What follows belongs to an exercise in optimizing a design on an open flow for small area, a short achievable clock period and few clock cycles per item; a production flow would make more cautious choices. The RTL was checked by simulation tests, not by an equivalence proof against the original design. Power and IR drop assume default switching activity.

== run 1 ==
## ascon128_stream
module ascon128_stream #(
    parameter R = 1
)(
input          clk, rst,
input          start, enc,
input  [127:0] key, nonce,
input          in_valid,
output         in_ready,
input   [63:0] in_data,
input    [3:0] in_bytes,
input          in_ad,
output         out_valid,
output  [63:0] out_data,
output         tag_valid,
output [127:0] tag
);
==> flow/config.mk <==
export PLATFORM = sky130hd
export DESIGN_NAME = ascon128_stream
export DESIGN_NICKNAME = ascon128_stream
export VERILOG_FILES = /design/flow/design.v
export SDC_FILE = /design/flow/constraint.sdc
export NUM_CORES = 8
export LEC_CHECK = 0
export CAP_MARGIN = 20
export CORE_MARGIN = 2
export CORE_UTILIZATION = 40
export CTS_CLUSTER_DIAMETER = 70
export CTS_CLUSTER_SIZE = 30
export SLEW_MARGIN = 50
export SYNTH_HIERARCHICAL = 1
==> flow/constraint.sdc <==
create_clock -name core_clock -period 10.0 [get_ports {clk}]
set_input_delay 2.0000 -clock core_clock [delete_from_list [all_inputs] [get_ports {clk}]]
set_output_delay 2.0000 -clock core_clock [all_outputs]
set_load 0.01 [all_outputs]
standard.sh (not shown) runs the stock make flow with config.mk's settings and CLKGATE_MAP_FILE= SYNTH_SCRIPT=/design/flow/synth_recipe.tcl, a recipe that flattens the netlist after the stock synthesis.
==> flow/flow/run.sh <==
#!/bin/bash
# The standard layout (standard.sh), with plain buffers (buf_1) on the
# ports instead of the default delay-cell buffers. Every port still gets
# its own buffer. The make output goes to standard.log.
set -euo pipefail
export BUFFER_PORTS_ARGS="-buffer_cell sky130_fd_sc_hd__buf_1"
bash standard.sh > standard.log 2>&1
Run 1: done, clean on timing, DRC and antenna
Testbench counts of run 1, summed over its fixed seeds: cycles 23,122, bytes 19,747.
### run 1 -> run 2
Settings: CTS_CLUSTER_DIAMETER: 70 -> 100; PLACE_DENSITY: unset -> 0.85; CTS_CLUSTER_SIZE: 30 -> 24.
## What came out
In run 2, the cell count along the critical path came out 8 below the value in run 1.
Reported for run 1 and run 2, number of buffers between clock root and the deepest sink turned out identical to the last digit.
Looking at cell count across run 1 and run 2, the one that comes out higher is run 1.
There was hardly any difference in post-synthesis instance area between run 1 and run 2.
Share of total power in the clock network: run 2 < run 1
Looking at sequential share of layout area across run 1 and run 2, the one that comes out higher is run 2.
The run with more routed wire is run 1, not run 2.
Share of the core filled with cells in the final layout ends up higher on run 1.
Inputs modified between run 2 and run 3:
Settings: changing SLEW_MARGIN from 50 to 70; removing PLACE_DENSITY (formerly 0.85); removing CTS_CLUSTER_DIAMETER (formerly 100); removing CTS_CLUSTER_SIZE (formerly 24).
## What came out
[run 3 vs run 2] hold path depth: higher in run 3
A end point of the critical path of tag[112] is what run 3 shows, while in_ready belongs to run 2.
Per the comparison of run 3 with run 2, number of cells in the design after placement has increased; sum of routed wire length over all layers has increased; design area has increased; clock power share has increased.
Run 3 vs. run 2: overall power after layout has increased; count of clock-buffer cells in the layout +120%.
Run 3 reports a higher area growth from synthesis to layout than run 2 does.
When run 3 is set beside run 2, its antenna diode count turns out to be 4 larger.
Clock period minus worst slack for run 3 is lower than for run 2.

* * *

ascon128_stream, a different RTL version from the one above (not shown whole).
Size in the first run: about 3300 cells after synthesis, roughly 530 I/O pins, ~31000 um^2 of cells after synthesis.
==> flow/config.mk <==
export PLATFORM = sky130hd
export DESIGN_NAME = ascon128_stream
export DESIGN_NICKNAME = ascon128_stream
export VERILOG_FILES = /design/flow/design.v
export SDC_FILE = /design/flow/constraint.sdc
export NUM_CORES = 8
export LEC_CHECK = 0
export CAP_MARGIN = 20
export CORE_MARGIN = 2
export CORE_UTILIZATION = 55
export CTS_CLUSTER_DIAMETER = 100
export CTS_CLUSTER_SIZE = 24
export PLACE_DENSITY = 0.75
export SLEW_MARGIN = 50
export SYNTH_HIERARCHICAL = 1
==> flow/constraint.sdc <==
create_clock -name core_clock -period 10.0 [get_ports {clk}]
set_input_delay 2.0000 -clock core_clock [delete_from_list [all_inputs] [get_ports {clk}]]
set_output_delay 2.0000 -clock core_clock [all_outputs]
set_load 0.01 [all_outputs]
==> flow/flow/run.sh <==
#!/bin/bash
# The standard layout (standard.sh) with two changes to the port
# buffers (every port still gets its own buffer):
#  - plain buf_1 buffers instead of the default delay-cell buffers,
#  - after global placement, the output port buffers become buf_2.
# The make output goes to standard.log.
set -euo pipefail
here=$(cd "$(dirname "$0")" && pwd)
export BUFFER_PORTS_ARGS="-buffer_cell sky130_fd_sc_hd__buf_1"
export POST_GLOBAL_PLACE_TCL="$here/outbuf.tcl"
bash standard.sh > standard.log 2>&1
==> flow/flow/outbuf.tcl <==
# Output port buffers: buf_2 instead of buf_1 (every port keeps its own buffer).
set db [ord::get_db]
set block [ord::get_db_block]
set m2 [$db findMaster sky130_fd_sc_hd__buf_2]
set n 0
foreach bterm [$block getBTerms] {
  if {[$bterm getIoType] ne "OUTPUT"} continue
  set net [$bterm getNet]
  if {$net eq "NULL"} continue
  foreach it [$net getITerms] {
    if {[$it isOutputSignal]} {
      set inst [$it getInst]
      if {[[$inst getMaster] getName] eq "sky130_fd_sc_hd__buf_1"} {
        $inst swapMaster $m2
        incr n
      }
    }
  }
}
puts "outbuf.tcl: $n output buffers now buf_2"
Testbench counts at the start, summed over its fixed seeds: cycles 23,122, bytes 19,747.
==> next run, changes <==
==> flow/flow/run.sh (replaced) <==
#!/bin/bash
# The standard layout (standard.sh), with plain buffers (buf_1) on the
# ports instead of the default delay-cell buffers. Every port still gets
# its own buffer. The make output goes to standard.log.
set -euo pipefail
export BUFFER_PORTS_ARGS="-buffer_cell sky130_fd_sc_hd__buf_1"
bash standard.sh > standard.log 2>&1
removed: flow/flow/outbuf.tcl
Effect: The new run went through all stages and came out clean; via count stays flat; first-iteration DRC count is higher by 4.5%; sequential share of layout area rises by 0.25 points; design area falls by 0.99%; final cell count barely changes; hold slack got worse by 0.0033 ns; count of clock-buffer cells in the layout climbs by 1; combinational power went down by about 3%; area after synthesis does not change; routed wire length barely changes.
==> next run, changes <==
- SLEW_MARGIN: 50 -> 60
=> The changed run completed with no timing, DRC or antenna violations. Fmax grows by 5.1%. Total power came out higher by 0.65%. Worst setup slack improved by 0.17 ns.
==> next run, changes <==
- SLEW_MARGIN: 60 -> 40
The new run went through all stages and came out clean.
Power rose by 1.1%.
Setup slack is worse by 0.18 ns.
Routed wire length shrinks by about 1.3%.
Combinational power stays flat.
Cell count is lower by 0.50%.
Clock power stays flat.
Global-route usage fell by 0.80 points.
Core utilization falls by 4.0 points.
Clock-buffer cell count came out higher by 2.
Die area stays the same.

static timing again, ports no longer ideal:
In the flow no input, the clock included, has a driving cell. The finished layouts below were timed again as built, in two steps. Step 1 assumes that a clkbuf_16 drives the clock port and a buf_2 every other input. Step 2 adds t to the input delays and takes it off the output delays; t is the mean of the earliest and latest rising clock arrival at the registers after step 1. Input paths then give back, and output paths get back, about the clock's delay inside the block. Three values: ideal ports, drivers, drivers and shift; two values: the first two.
| run | t (ns) | setup WS [ns] | hold slack, ns | clock arrival spread, ns | pins driven straight from the clock port |
|---|---|---|---|---|---|
| run 1 | 0.679 | 6.395 / 6.395 / 6.395 | 0.499 / 0.499 / 0.499 | 0.037 / 0.036 | 1 |
| run 2 | 0.684 | 6.390 / 6.317 / 6.401 | 0.502 / 0.502 / 0.502 | 0.019 / 0.019 | 1 |
| run 3 | 0.700 | 6.583 / 6.509 / 6.730 | 0.502 / 0.502 / 0.502 | 0.026 / 0.026 | 1 |
| the first run of note 2 | 0.684 | 6.376 / 6.376 / 6.376 | 0.519 / 0.519 / 0.519 | 0.049 / 0.050 | 1 |
| the second run of note 2 | 0.663 | 6.420 / 6.420 / 6.394 | 0.516 / 0.516 / 0.516 | 0.021 / 0.021 | 1 |
| the third run of note 2 | 0.671 | 6.594 / 6.526 / 6.561 | 0.502 / 0.502 / 0.502 | 0.032 / 0.032 | 1 |
| the fourth run of note 2 | 0.665 | 6.412 / 6.412 / 6.373 | 0.513 / 0.513 / 0.513 | 0.029 / 0.030 | 1 |
After both steps setup and hold are still met in every run listed. The setup slack of the fourth run of note 2, which loses most, moves by 0.000 ns with the drivers and by -0.039 ns with both steps.
